This is an optimization exercise on Yosys and OpenROAD, whose aim is small area, not a production implementation.
The RTL was checked by simulation tests, not by an equivalence proof against the original design.
Power and IR drop assume default switching activity.

<file path="design.v">
module median_filter (
    input rst,
    input [7:0] image_input,
    input enable,
    input enable_process,
    input clk,
    output [7:0] image_output
);
    localparam Depth = 8;  
    localparam Width = 6;  
    localparam N = Depth*Width;
    reg [8*N-1:0] ring;
    reg [3:0] row;
    reg [2:0] col;
    wire [8*N-1:0] ring_next;
    wire rotate = enable_process & ~enable;  
    wire shift = enable | enable_process;
    ring_step #(.N(N)) step (.ring(ring), .image_input(image_input),
        .load(enable), .rotate(rotate), .shift(shift), .hold(~shift),
        .ring_next(ring_next));
    always @(posedge clk)
        ring <= ring_next;
    wire top    = ~row[3] & ~row[0];
    wire bottom = row[3] & ~row[2];
    wire left   = ~col[2] & ~col[0];
    wire right  = col[2] & ~col[1];
    always @(posedge clk, posedge rst) begin
        if (rst) begin
            row <= 4'b1000;
            col <= 3'b100;
        end else if (enable_process) begin
            row <= {row[2:0], ~row[3]};
            if (bottom)
                col <= {col[1:0], ~col[2]};
        end
    end
    wire [7:0] x [0:8];
    wire [8:0] valid;
    assign x[0] = ring[7:0];  assign valid[0] = 1'b1;               
    assign x[1] = ring[15:8];  assign valid[1] = ~top;               
    assign x[2] = ring[383:376]; assign valid[2] = ~bottom;            
    assign x[3] = ring[71:64];  assign valid[3] = ~left;              
    assign x[4] = ring[327:320]; assign valid[4] = ~right;             
    assign x[5] = ring[79:72];  assign valid[5] = ~(top | left);      
    assign x[6] = ring[63:56];  assign valid[6] = ~(bottom | left);   
    assign x[7] = ring[335:328]; assign valid[7] = ~(top | right);     
    assign x[8] = ring[319:312]; assign valid[8] = ~(bottom | right);  
    function maj9(input [8:0] v);
        reg lo0, lo1, lo2, me0, me1, me2, hi0, hi1, hi2;
        begin
            lo0 = v[0] & v[1] & v[2]; me0 = (v[0] & v[1]) | (v[0] & v[2]) | (v[1] & v[2]); hi0 = v[0] | v[1] | v[2];
            lo1 = v[3] & v[4] & v[5]; me1 = (v[3] & v[4]) | (v[3] & v[5]) | (v[4] & v[5]); hi1 = v[3] | v[4] | v[5];
            lo2 = v[6] & v[7] & v[8]; me2 = (v[6] & v[7]) | (v[6] & v[8]) | (v[7] & v[8]); hi2 = v[6] | v[7] | v[8];
            lo0 = lo0 | lo1 | lo2;
            me0 = (me0 & me1) | (me0 & me2) | (me1 & me2);
            hi0 = hi0 & hi1 & hi2;
            maj9 = (lo0 & me0) | (lo0 & hi0) | (me0 & hi0);
        end
    endfunction
    reg [8:0] e, lo, hi;
    reg [7:0] m;
    integer b;
    always @* begin
        lo = ~valid;
        hi = 9'd0;
        for (b = 7; b >= 0; b = b - 1) begin
            e = hi | (~lo & {x[8][b], x[7][b], x[6][b], x[5][b], x[4][b],
                             x[3][b], x[2][b], x[1][b], x[0][b]});
            m[b] = maj9(e);
            hi = hi | (e & {9{~m[b]}});
            lo = lo | (~e & {9{m[b]}});
        end
    end
    assign image_output = m;
endmodule
module ring_step #(parameter N = 48) (
    input [8*N-1:0] ring,
    input [7:0] image_input,
    input load,
    input rotate,
    input shift,
    input hold,
    output [8*N-1:0] ring_next
);
    assign ring_next[7:0] = ({8{load}} & image_input) | ({8{rotate}} & ring[8*N-1 -: 8]) |
                            ({8{hold}} & ring[7:0]);
    assign ring_next[8*N-1:8] = ({8*N-8{shift}} & ring[8*N-9:0]) | ({8*N-8{hold}} & ring[8*N-1:8]);
endmodule
</file>
<file path="flow/run.sh">
#!/bin/bash
# Layout flow: the standard flow (standard.sh) with
#  - synthesis mapped by an area-oriented ABC script (flow/my_synth.tcl,
#    flow/area.abc); registers are the standard synthesis's,
#  - clock tree synthesis without dummy loads, with small clock buffers,
#  - the smallest buffer for the port buffers,
# Each tool writes its full log under orfs/logs/; make's output goes to run.log.
set -euo pipefail
W=$PWD
export MY_ABC_SCRIPT=$W/flow/area.abc
export FLOW_SYNTH_TCL=$W/synth_recipe.tcl
CTS="-sink_clustering_enable -repair_clock_nets -dont_use_dummy_load -buf_list sky130_fd_sc_hd__clkbuf_4 -sink_clustering_size 12 -sink_clustering_max_diameter 40 -sink_clustering_levels 1"
bash standard.sh SYNTH_SCRIPT=$W/flow/my_synth.tcl "CTS_ARGS=$CTS" \
  "BUFFER_PORTS_ARGS=-buffer_cell sky130_fd_sc_hd__buf_1" \
  finish > run.log 2>&1
</file>
<file path="flow/area.abc">
strash
&get -n
&deepsyn -I 4 -J 20 -S 1
&st
&dch
&nf -R 1000 -C 32 -F 8
&put
topo
</file>
<file path="flow/my_synth.tcl">
# The standard synthesis (synth_recipe.tcl, sourced unchanged below) with
# one change: the final technology mapping (the abc command of ORFS's
# synth.tcl) uses the area-oriented ABC script MY_ABC_SCRIPT in place of
# ORFS's, without ABC's buffering and up-sizing. Registers are mapped before
# this step (dfflibmap), so they are the standard synthesis's.
proc abc {args} {
  set i [lsearch -exact $args -script]
  if {$i >= 0} { lset args [expr {$i + 1}] $::env(MY_ABC_SCRIPT) }
  puts "abc with $::env(MY_ABC_SCRIPT): $args"
  yosys abc {*}$args
}
source $::env(FLOW_SYNTH_TCL)
</file>
<file path="standard.sh">
#!/bin/bash
# synth_recipe.tcl (not shown) runs the flow's synth.tcl, then flattens the netlist and writes it again
# the make line also repeats each setting of config.mk as NAME=value (left out here)
make -C /OpenROAD-flow-scripts/flow DESIGN_CONFIG=/design/flow/config.mk WORK_HOME=/design/flow/orfs CLKGATE_MAP_FILE= SYNTH_SCRIPT=/design/flow/synth_recipe.tcl "${@:-finish}"
</file>
<file path="config.mk">
export PLATFORM = sky130hd
export DESIGN_NAME = median_filter
export DESIGN_NICKNAME = median_filter
export VERILOG_FILES = /design/flow/design.v
export SDC_FILE = /design/flow/constraint.sdc
export NUM_CORES = 8
export LEC_CHECK = 0
export ABC_AREA = 1
export CAP_MARGIN = 0
export CORE_MARGIN = 2
export CORE_UTILIZATION = 70
export PLACE_DENSITY = 0.8
export SLEW_MARGIN = 0
export SYNTH_HIERARCHICAL = 1
</file>
<file path="constraint.sdc">
create_clock -name core_clock -period 50.0 [get_ports {clk}]
set_input_delay 10.0000 -clock core_clock [delete_from_list [all_inputs] [get_ports {clk}]]
set_output_delay 10.0000 -clock core_clock [all_outputs]
set_load 0.01 [all_outputs]
</file>
==> results of run 1 <==
-- state kept, by name (all words and copies together), names as in the netlist --
register / cells
col: 3
ring: 384
row: 4
-- metrics by stage --
stage	util [%]	area (um^2)
floorplan	-	13400
global placement	73.8	13800
detailed placement	73.8	13800
CTS	75.5	14100
global route	75.5	14100
finish	75.5	14100
-- final timing paths --
path,startpoint,to,cells past startpoint
max,row[3]$_DFFE_PP1P_,image_output[0],53
min,ring[52]$_DFF_P_,ring[60]$_DFF_P_,1
max reg2reg,row[3]$_DFFE_PP1P_,col[1]$_DFFE_PP0P_,3
min reg2reg,ring[52]$_DFF_P_,ring[60]$_DFF_P_,1
max in group asynchronous,rst,col[2]$_DFFE_PP1P_,2
min in group asynchronous,rst,col[1]$_DFFE_PP0P_,2
-- cells by family (layout without fill, tap and decap cells) --
logic type	after synthesis	after routing	share of synthesized area [%]
AOI/OAI and AO/OA	581	581	34.2
adders and majority gates	18	18	1.35
buffers and inverters	33	98	0.926
DFF	391	391	58.8
muxes	5	5	0.421
other	0	1	0
and+or+nand+nor	134	134	4.30
-- cell type report --
| type | count | area share, % |
|---|---|---|
| timing repair buffer | 23 | 0.807 |
| antenna | 1 | 0.0177 |
| tap | 234 | 2.07 |
| clock buffer | 42 | 2.23 |
| sequential | 391 | 55.7 |
| multi-input combinational | 738 | 38.2 |
| inverter | 33 | 0.931 |
-- power groups by stage --
stage | clock network (mW) | registers, mW | logic (mW)
4_1_cts | 0.131 | 0.401 | 0.206
3_3_place_gp | 0 | 0.405 | 0.200
5_1_grt | 0.143 | 0.408 | 0.232
2_1_floorplan | 0 | 0.397 | 0.164
3_5_place_dp | 0 | 0.408 | 0.204
6_report | 0.126 | 0.401 | 0.207
-- cells in the mapped netlist (5+ instances only) --
| cell | n | area [um^2] |
|---|---|---|
| a21o_1 | 14 | 105 |
| nor3_1 | 13 | 65.1 |
| clkinv_1 | 33 | 124 |
| o22ai_1 | 5 | 31.3 |
| a22o_1 | 377 | 3300 |
| a31oi_1 | 14 | 87.6 |
| and2_0 | 6 | 37.5 |
| nand3_1 | 14 | 70.1 |
| o21ai_0 | 52 | 260 |
| a222oi_1 | 8 | 80.1 |
| dfxtp_1 | 384 | 7690 |
| maj3_1 | 18 | 180 |
| o21bai_1 | 5 | 37.5 |
| nor2_1 | 40 | 150 |
| nand2_1 | 52 | 195 |
| a21oi_1 | 58 | 290 |
| dfrtp_1 | 5 | 125 |
| o21a_1 | 10 | 75.1 |
| mux2_1 | 5 | 56.3 |
| a21boi_0 | 15 | 113 |
-- per-layer routing --
layer	vias up	part of all wire [%]	GRT usage [%]	routed length [um]
li1	4745	-	-	-
met1	4552	50	36.2	12500
met2	162	44	36.1	10900
met3	44	3.9	3.97	960
met4	0	1.9	8.00	470
met5	-	0	0	0
==> summary.txt, run 1 <==
- Syn avg cell area: around 12 um^2
- Fill cells: around 1300
- Fin cells: between 1000 and 1500
- Psw: roughly 0.24 mW
- FFs w/ async S/R, synth: 1.79%
- Vias per inst: around 6.5
- PD cells: roughly 52 mW/mm^2
- Final nets: ~1200
- Outcome: no timing/DRC/antenna violations
- Pre-CTS setup slack: around 25 ns
- Fin Hold WS: a little over 0.4 ns
- Crit path buf inv count: 7
- Gpl congestion: ~0.84
- Final Total Pwr: between 0.7 and 0.8 mW
- Final Worst Setup Slack: roughly 24 ns
- Final count of hold timing violations: 0
- Wire per inst: about 17 um
- Pre-Repair DR Iteration Count: 5
- WL final: approximately 25000 um
- Syn Nets: roughly 1200
- Post-CTS Setup Bufs: 0
- Seq/Total Area, Yosys: ~59%
- Kind of cell adding the most delay to the critical path: compound AO/OA/AOI/OAI gates
- Top Ports: 20
- RSZ-0062 raised after global routing: no
- Combinational Power Share: between 20% and 30%
- Num CTS Buffers: between 40 and 50
- Die Y-Extent: around 140 um
- Area Overhead vs Synth: 5.49%
- Slowest stage delay, CP: between 0.9 and 1 ns
- Die area: ~0.02 mm^2
- Initial antenna violation count: 1
- Detailed Route Iter0 Violations: roughly 620
- H-tree depth: 2
- Pin count of the biggest net entering global routing: 235
- Placed Cells: about 1400
- Switching part of the total power: 33.0%
- Min Tclk post-route: 26.19 ns
- Leakage power: approximately 5.6 nW
- Global-route wire length before repair: about 41000 um
- Synthesized instance count: 1162
- Vias: roughly 9500
- Hold Crit Class: reg -> reg
- Arr. time, crit path: around 16 ns
- Gr usage total: roughly 24%
- Total grt overflow: 0
- CTS tree: yes
- Top_reg_cell synth: dfxtp_1
- Post-route setup TNS: 0 ns
- Worst slew pin tran: 1.27 ns
- CP Capture Type: output port
- Worst endpoint required time: 40.00 ns
- Slowest-stage cell, CP: a21oi_1
- Post-CTS sizing: 0
- Post-synth EDFFs: 0
- Max Clock Freq: around 38 MHz
- Worst VDD drop: around 33 uV
- CTS Root Cell: clkbuf_4
- Max Cap Viol: 0
- Commonest cells after routing, fill and taps aside: 384 x dfxtp_1, 377 x a22o_1, 58 x a21oi_1, 52 x nand2_1, 52 x o21ai_0
- Detail Placement HPWL: 15600 um
- Syn Std Cell Area: about 0.013 mm^2
- CP Class: reg -> out
- Buffer depth of the longest clock path: 3
- Clk sinks: between 300 and 400
- Slew Limit Fails: 0
- Vias in the first global route: ~8600
- Synth warn: 7
- Starting density of the core: between 70 and 80%
- Drc violations: 0
- Clk pwr share: between 15 and 20%
- CP max FO: 19
- Max-slew headroom: 15.3%
- Post-CTS Hold Buffers: 0
- I/O Buffers: 19
- Final setup fails: 0
- Seq pwr share: between 50 and 60%
- Worst R2R Setup Slack: 48.33 ns
- Crit start category: flip-flop
- Fraction of layout cells with a size suffix above 1: ~4%
- #FFs+latches synth: 391
- Rows: 50
- Period utilisation layout: 52.4%
- Multi-input gate area: approximately 0.0054 mm^2
- Internal power: between 0.4 and 0.5 mW
- Register area: just under 0.008 mm^2
- Clock slew at reported path FFs: approximately 0.12 ns
- Worst Clk Skew: roughly 0.11 ns
- Yosys cell types: 39
- Worst-Skew Late Latency: about 0.67 ns
- ANT nets after route: 0
- Core area: between 0.015 and 0.02 mm^2
- Die X: roughly 140 um
- Commonest non-fill, non-tap cell in the layout: dfxtp_1
==> run 2: changes to the inputs <==
--- a/flow/run.sh
+++ b/flow/run.sh
@@ -10,5 +10,5 @@
 export MY_ABC_SCRIPT=$W/flow/area.abc
 export FLOW_SYNTH_TCL=$W/synth_recipe.tcl
-CTS="-sink_clustering_enable -repair_clock_nets -dont_use_dummy_load -buf_list sky130_fd_sc_hd__clkbuf_4 -sink_clustering_size 12 -sink_clustering_max_diameter 40 -sink_clustering_levels 1"
+CTS="-sink_clustering_enable -repair_clock_nets -dont_use_dummy_load -buf_list sky130_fd_sc_hd__clkbuf_4 -sink_clustering_size 12 -sink_clustering_max_diameter 40 -balance_levels"
 bash standard.sh SYNTH_SCRIPT=$W/flow/my_synth.tcl "CTS_ARGS=$CTS" \
   "BUFFER_PORTS_ARGS=-buffer_cell sky130_fd_sc_hd__buf_1" \
==> run 2 against run 1 <==
Effect of this change: still clean on timing, DRC and antenna; routed wire length unchanged; flip-flop and latch count stayed put; via count is the same; setup slack unchanged; critical path depth is the same; area after synthesis stayed put; combinational power barely moved; global-route usage did not move; non-clock buffer count did not move; synthesized cell count is the same; utilization did not move; clock skew unchanged; critical endpoint unchanged.
==> summary.txt, run 2 <==
- Worst-Skew Late Latency: about 0.67 ns
- Core Util, Final: 75.5%
- Core area: 0.0187 mm^2
- Die X: 142 um
- Commonest non-fill, non-tap cell in the layout: dfxtp_1
- Synth warn: 7
- CTS tree: yes
- Post-CTS Setup Bufs: 0
- FFs w/ async S/R, synth: around 1.8%
- Final count of hold timing violations: 0
- Worst R2R Setup Slack: a little under 50 ns
- Clock slew at reported path FFs: roughly 0.12 ns
- Fraction of layout cells with a size suffix above 1: around 4%
- Slowest stage delay, CP: between 0.9 and 1 ns
- Slew Limit Fails: 0
- Multi-input gate area: around 0.0054 mm^2
- H-tree depth: 2
- WL final: 24800 um
- Yosys cell types: 39
- Leakage power: approximately 5.6 nW
- Hold Crit Class: reg -> reg
- Final instance area: around 0.014 mm^2
- Slowest-stage cell, CP: a21oi_1
- Commonest cells in the netlist: 384 x dfxtp_1, 377 x a22o_1, 58 x a21oi_1
- Max FFs per register: approximately 380
- Final nets: about 1200
- I/O Buffers: 19
- Die area: between 0.02 and 0.025 mm^2
- Gr usage total: about a quarter
- Global-route wire length before repair: between 40000 and 50000 um
- Internal power: around 0.49 mW
- Pre-CTS setup slack: roughly 25 ns
- Post-CTS sizing: 0
- Fin Hold WS: roughly 0.41 ns
- Worst VDD drop: approximately 33 uV
- RSZ-0062 raised after global routing: no
- Top_reg_cell synth: dfxtp_1
- Detail Placement HPWL: ~16000 um
- Max Cap Viol: 0
- Clk sinks: approximately 390
- Buffer depth of the longest clock path: 3
- Post-synth EDFFs: 0
- ANT nets after route: 0
- #FFs+latches synth: 391
- Arr. time, crit path: between 15 and 20 ns
- Area Overhead vs Synth: 5.49%
- Initial antenna violation count: 1
- Post-CTS Hold Buffers: 0
- Clk pwr share: ~17%
- Top-area cell type share of the netlist area: 57.4%
- Final setup fails: 0
- Vias in the first global route: roughly 8600
- Period utilisation layout: 52.4%
- Worst Hold Depth: 1
- Fin cells: between 1000 and 1500
- Cell taking the most area after synthesis: dfxtp_1
- Cell Area, Placed: approximately 0.014 mm^2
- Final Worst Setup Slack: ~24 ns
- Vias: about 9500
- Syn avg cell area: about 12 um^2
- Reg2reg path depth: 3
- Switching part of the total power: about a third
- Placed Cells: around 1400
- Min Tclk post-route: around 26 ns
- Wire per inst: roughly 17 um
- Syn Std Cell Area: ~0.013 mm^2
- Gpl congestion: 0.838
- Top Ports: 20
- Final Total Pwr: 0.734 mW
- Count leader, synth: dfxtp_1
- Syn Nets: 1174
- R2r endpoint: col[1]$_DFFE_PP0P_
- Seq/Total Area, Yosys: between 50% and 60%
- Worst Hold End: ring[60]$_DFF_P_
- CP Class: reg -> out
- Most flop-heavy register: ring
- Combinational Power Share: 28.2%
- Num CTS Buffers: 42
- Die Y-Extent: around 140 um
- Seq pwr share: between 50 and 60%
- Worst hold start: ring[52]$_DFF_P_
- Starting density of the core: between 70% and 80%
- PD cells: about 52 mW/mm^2
- CP max FO: 19
- Drc violations: 0
- Outcome: no timing/DRC/antenna violations
- Psw: about 0.24 mW
- Max-slew headroom: between 10% and 20%
- Pin count of the biggest net entering global routing: between 200 and 250
- Post-route setup TNS: 0 ns
- Fill cells: ~1300
- Worst Clk Skew: between 0.1 and 0.15 ns
- Worst endpoint required time: 40.00 ns
- CP Capture Type: output port
- Crit start category: flip-flop
- Vias per inst: roughly 6.5
- Register area: 0.00787 mm^2
- Synth top area cells: dfxtp_1 57%, a22o_1 25%, a21oi_1 2.2%
- Worst slew pin tran: ~1.3 ns
- Detailed Route Iter0 Violations: about 620
- Total grt overflow: 0
- Synthesized instance count: 1162
- Reg2reg start: row[3]$_DFFE_PP1P_
- Top flop regs: ring: 384 flops, row: 4 flops, col: 3 flops
- CTS Root Cell: clkbuf_4
- Pre-Repair DR Iteration Count: 5
- Rows: 50
- Max Clock Freq: approximately 38 MHz
- Commonest cells after routing, fill and taps aside: 384 x dfxtp_1, 377 x a22o_1, 58 x a21oi_1, 52 x nand2_1, 52 x o21ai_0
==> run 2: cells by family after synthesis <==
family	synth area share [%]
AO/OA/AOI/OAI	34.2
flip-flops	58.8
AND/OR/NAND/NOR	4.30
buffers and inverters	0.926
adder cells (fa/ha/maj)	1.35
multiplexers	0.421
==> run 2: critical path: cells and delay by family (launching register included) <==
kind / cells / cell delay [ns]
adders and majority gates: 9 / 3.83
AOI/OAI and AO/OA: 29 / 8.31
DFF: 1 / 0.40
buffers and inverters: 7 / 1.42
and+or+nand+nor: 8 / 1.56
==> run 2: power by group through the flow <==
stage / Sequential (mW) / Combinational [mW] / Clock (mW)
2_1_floorplan: 0.397 / 0.164 / 0
3_5_place_dp: 0.408 / 0.204 / 0
3_3_place_gp: 0.405 / 0.200 / 0
5_1_grt: 0.408 / 0.232 / 0.143
6_report: 0.401 / 0.207 / 0.126
4_1_cts: 0.401 / 0.206 / 0.131
==> run 2: area by class of cell <==
cell class                 instances  share of cell area (%)
clock buffer                      42                    2.23
multi-input combinational        738                    38.2
sequential                       391                    55.7
antenna                            1                  0.0177
inverter                          33                   0.931
tap                              234                    2.07
timing repair buffer              23                   0.807
==> run 2: routing by layer <==
layer  wire [um]  up-vias  GRT usage (%)
met5           0        -              0
met4         470        0           8.00
met3         960       44           3.97
met2       10900      162           36.1
met1       12500     4552           36.2
li1            -     4745              -
==> run 2: worst max-delay path by stage <==
stage / from / endpoint
global route: row[3]$_DFFE_PP1P_ / image_output[0]
CTS: row[3]$_DFFE_PP1P_ / image_output[0]
finish: row[3]$_DFFE_PP1P_ / image_output[0]
detailed placement: row[3]$_DFFE_PP1P_ / image_output[0]
global placement: row[3]$_DFFE_PP1P_ / image_output[0]
floorplan: enable / ring[0]$_DFF_P_

[port drivers added, routing unchanged]
How much do the figures lean on ideal ports? The routed layouts below were timed once more, with nothing changed but the port constraints.
Step 1: set_driving_cell puts a clkbuf_16 on clk and a buf_2 on each other input, an assumption about the parent block.
Step 2 adds t to the input delays and takes it off the output delays; t is the mean of the earliest and latest rising clock arrival at the registers after step 1. Input paths then give back, and output paths get back, about the clock's delay inside the block.
Three values: no drivers, after step 1, after step 2; two values: the first two.
| run | t (ns) | setup WS [ns] | hold slack, ns |
|---|---|---|---|
| run 1 | 0.656 | 23.811 / 23.769 / 24.425 | 0.409 / 0.409 / 0.409 |
| run 2 | 0.656 | 23.811 / 23.769 / 24.425 | 0.409 / 0.409 / 0.409 |
After both steps setup and hold are still met in every run listed.
